Background: an optimization exercise with open tools, aiming at small area and a short achievable clock period. Do not read the settings as production practice. Where RTL was checked, it was by simulation tests only, not by an equivalence proof against the original. Power figures rest on the tool's default switching activity, not on a simulated workload.

// FIR
module FIR
#(
parameter data_in = 16,
parameter no_tap = 10
)
(
    input i_clk,
    input signed [data_in-1:0] i_serial_in ,
    input i_data_wr,
    output signed [2*data_in-1:0] o_data_out ,
    output o_data_rdy,
    input i_reset
    );
Size: roughly 770 cells after synthesis, ~240 flip-flops, roughly 52 I/O pins, ~0.0089 sq mm of cells after synthesis.
clock: 10.0 ns
lec_check: 0
cap_margin: 20
core_margin: 2
core_utilization: 40
slew_margin: 20
standard.sh (not shown) runs the stock make flow with config.mk's settings and CLKGATE_MAP_FILE= SYNTH_SCRIPT=/design/flow/synth_recipe.tcl, a recipe that flattens the netlist after the stock synthesis.
==> flow/flow/run.sh <==
#!/bin/bash
# Standard ORFS layout (the standard.sh), with repair_timing asked to
# leave more setup slack than the default so it keeps improving the paths.
set -euo pipefail
bash standard.sh SETUP_SLACK_MARGIN=7 finish > make_finish.log 2>&1
Edit:
==> flow/run.sh (new file) <==
#!/bin/bash
# synth_recipe.tcl (not shown) runs the flow's synth.tcl, then flattens the netlist and writes it again
# the make line also repeats each setting of config.mk as NAME=value (left out here)
make -C /OpenROAD-flow-scripts/flow DESIGN_CONFIG=/design/flow/config.mk WORK_HOME=/design/flow/orfs CLKGATE_MAP_FILE= SYNTH_SCRIPT=/design/flow/synth_recipe.tcl finish
removed: flow/flow/run.sh
removed: flow/standard.sh
Flip-flop and latch count stays the same.
Routed wire length is lower by 9.4%.
Critical path depth is lower by 1.
Die area stays the same.
Core utilization is lower by 3.5 points.
No functional check of the RTL was part of any run of this note.

---

Setup of the previous run:
The RTL this note starts from:
==> flow/design.v <==
`timescale 1ns / 1ps
module FIR
#(
parameter data_in = 16,
parameter no_tap = 10
)
(
    input i_clk,
    input signed [data_in-1:0] i_serial_in ,
    input i_data_wr,
    output signed [2*data_in-1:0] o_data_out ,
    output o_data_rdy,
    input i_reset
    );
    reg [15:0] r [0:8];
    reg [15:0] hold;
    reg [25:0] acc;          
    reg        cy;
    reg [25:0] out;
    reg        rdy;
    reg        wr;           
    reg        ld;           
    reg  [3:0] lab;          
    reg  [3:0] k;            
    reg        e0;           
    reg        e1;           
    reg        repl;         
    reg        zap;          
    reg sA256, sA8, sAh, sAl, sB4n, sB4p, sBh, sB1;
    integer i;
    wire       wr_n  = !i_reset && i_data_wr && !wr;
    wire [3:0] lab_p = lab + 4'd1 + {3'd0, wr};
    wire [3:0] lab_n = (lab_p >= 4'd9) ? lab_p - 4'd9 : lab_p;
    wire [3:0] k_n   = wr ? 4'd1 : (k == 4'd11 ? 4'd11 : k + 4'd1);
    wire       e0_n  = e0 && !wr;
    wire       e1_n  = wr ? e0 : e1;
    wire       rd_n  = (k_n != 4'd0) && (k_n <= 4'd9);    
    wire       rr_n  = rd_n && !e1_n;                      
    wire [3:0] age_n = (lab_n == 4'd0) ? 4'd9 : lab_n;     
    always @(posedge i_clk) begin
        wr   <= wr_n;
        ld   <= wr_n && !e0;
        rdy  <= !i_reset && wr;
        lab  <= i_reset ? 4'd0 : lab_n;
        k    <= k_n;
        e0   <= i_reset || e0_n;
        e1   <= i_reset || e1_n;
        repl <= (lab_n == 4'd0) && (k_n >= 4'd2) && (k_n <= 4'd10);
        zap  <= e1_n && (lab_n != 4'd0);
        sA256<= rr_n && (age_n == 4'd3 || age_n == 4'd5 || age_n == 4'd9);
        sB4n <= rr_n && (age_n == 4'd3 || age_n == 4'd5 || age_n == 4'd9);
        sA8  <= rr_n && (age_n == 4'd4 || age_n == 4'd6);
        sB4p <= rr_n && (age_n == 4'd4 || age_n == 4'd6);
        sB1  <= rr_n && (age_n == 4'd7);
        sAl  <= rr_n && (age_n == 4'd2 || age_n == 4'd8);
        sAh  <= rd_n && !e0_n && (age_n == 4'd1);
        sBh  <= rd_n && !e0_n && (age_n == 4'd1);
    end
    always @(posedge i_clk) begin
        r[0] <= repl ? hold : (zap ? 16'd0 : r[8]);
        for (i = 1; i < 9; i = i + 1) r[i] <= r[i-1];
        if (wr) hold <= i_serial_in;
    end
    wire [15:0] x  = r[8];
    wire [15:0] fx = {~x[15], x[14:0]};                
    wire [15:0] gx = {x[15], ~x[14:0]};                
    wire [15:0] fl = {~r[7][15], r[7][14:0]};
    wire [15:0] fh = {~hold[15], hold[14:0]};
    wire [25:0] laneA = (sA256 ? {2'd0, fx, 8'd0}  : 26'd0)
                      | (sA8   ? {7'd0, fx, 3'd0}  : 26'd0)
                      | (sAh   ? {7'd0, fh, 3'd0}  : 26'd0)
                      | (sAl   ? {10'd0, fl}       : 26'd0);
    wire [25:0] laneB = (sB4n  ? {8'd0, gx, 2'd0}  : 26'd0)
                      | (sB4p  ? {8'd0, fx, 2'd0}  : 26'd0)
                      | (sBh   ? {9'd0, fh, 1'd0}  : 26'd0)
                      | (sB1   ? {10'd0, fx}       : 26'd0);
    wire [25:0] cinit = e0 ? 26'h3fb0000 : 26'h267800c;
    wire [25:0] a0 = wr ? cinit : acc;
    wire [25:0] ps = a0 ^ laneA ^ laneB;
    wire [25:0] pc = {(a0[24:0] & laneA[24:0]) | (a0[24:0] & laneB[24:0]) | (laneA[24:0] & laneB[24:0]), 1'b0};
    wire [13:0] lo = {1'b0, ps[12:0]} + {1'b0, pc[12:0]};
    wire [13:0] hc = {ps[25:13], 1'b1} + {pc[25:13], cy & !wr};
    wire [12:0] hi = hc[13:1];
    always @(posedge i_clk) begin
        acc <= {hi, lo[12:0]};
        cy  <= lo[13];
        if (i_reset) out <= 26'd0;
        else if (ld) out <= acc;
    end
    assign o_data_rdy = rdy;
    assign o_data_out = {{6{out[25]}}, out};
endmodule
export LEC_CHECK = 0
export CAP_MARGIN = 20
export CORE_MARGIN = 2
export CORE_UTILIZATION = 65
export PLACE_DENSITY = 0.75
export SLEW_MARGIN = 20
create_clock -name core_clock -period 10.0 [get_ports {i_clk}]
==> flow/flow/run.sh <==
#!/bin/bash
# Standard ORFS layout (the standard.sh), with repair_timing asked to
# leave more setup slack than the default so it keeps improving the paths.
set -euo pipefail
bash standard.sh SETUP_SLACK_MARGIN=7.2 "BUFFER_PORTS_ARGS=-buffer_cell sky130_fd_sc_hd__buf_2" "CTS_ARGS=-sink_clustering_enable -repair_clock_nets -dont_use_dummy_load -buf_list sky130_fd_sc_hd__clkbuf_8" finish > make_finish.log 2>&1
### the previous run -> the current run
==> flow/flow/run.sh <==
#!/bin/bash
# The standard layout (standard.sh: ORFS from synthesis to the routed
# layout, with the standard synthesis unchanged), with three changes to how
# the layout is made:
#  - repair_timing is asked to leave 7 ns of setup slack instead of 0, so it
#    keeps sizing the critical paths below the 10 ns clock;
#  - the port buffers that buffer_ports inserts are buf_2;
#  - clock tree synthesis uses clkbuf_8 and inserts no dummy loads.
# Each tool's full output goes to ORFS's logs under orfs/logs; make's own
# output goes to make_finish.log in this folder.
set -euo pipefail
bash standard.sh SETUP_SLACK_MARGIN=7 \
  "BUFFER_PORTS_ARGS=-buffer_cell sky130_fd_sc_hd__buf_2" \
  "CTS_ARGS=-sink_clustering_enable -repair_clock_nets -dont_use_dummy_load -buf_list sky130_fd_sc_hd__clkbuf_8" \
  finish > make_finish.log 2>&1
Results
The current run: PASS, flow complete, no timing, DRC or antenna violations
The current run against the previous run: aggregate routed wire length stayed essentially flat; combinational cell fraction of total power fell by 0.3 points; total buffers and inverters traversed by the critical path rose by 1.
Re global-route met3 utilization: the previous run and the current run aren't equal, and the higher value belongs to the previous run.
The current run against the previous run: non-clock buffer total of the final layout lost 25%, setup slack now smaller.

separate check: timing with driven ports:
In the flow no input, the clock included, has a driving cell. The finished layouts below were timed again as built, in two steps. Step 1 (the two cells are an assumption about what drives the block):
set clk [get_ports {i_clk}]
set_driving_cell -lib_cell sky130_fd_sc_hd__clkbuf_16 $clk
set_driving_cell -lib_cell sky130_fd_sc_hd__buf_2 [delete_from_list [all_inputs] $clk]
Step 2 also shifts input and output timing later by t, the mid clock arrival at the registers, as if the neighbouring blocks saw the same clock. Three values: ideal ports, drivers, drivers and shift; two values: the first two.
run	t (ns)	setup WS [ns]	worst hold slack (ns)	latest minus earliest clock arrival (ns)
the first run of note 1	0.575	6.365 / 6.365 / 6.365	0.320 / 0.320 / 0.320	0.013 / 0.013
the second run of note 1	0.552	5.623 / 5.623 / 5.623	0.320 / 0.320 / 0.320	0.010 / 0.011
the previous run	0.534	6.935 / 6.935 / 6.935	0.315 / 0.315 / 0.315	0.065 / 0.065
the current run	0.541	6.906 / 6.906 / 6.906	0.307 / 0.307 / 0.307	0.053 / 0.052
After both steps every run listed still meets setup and hold.
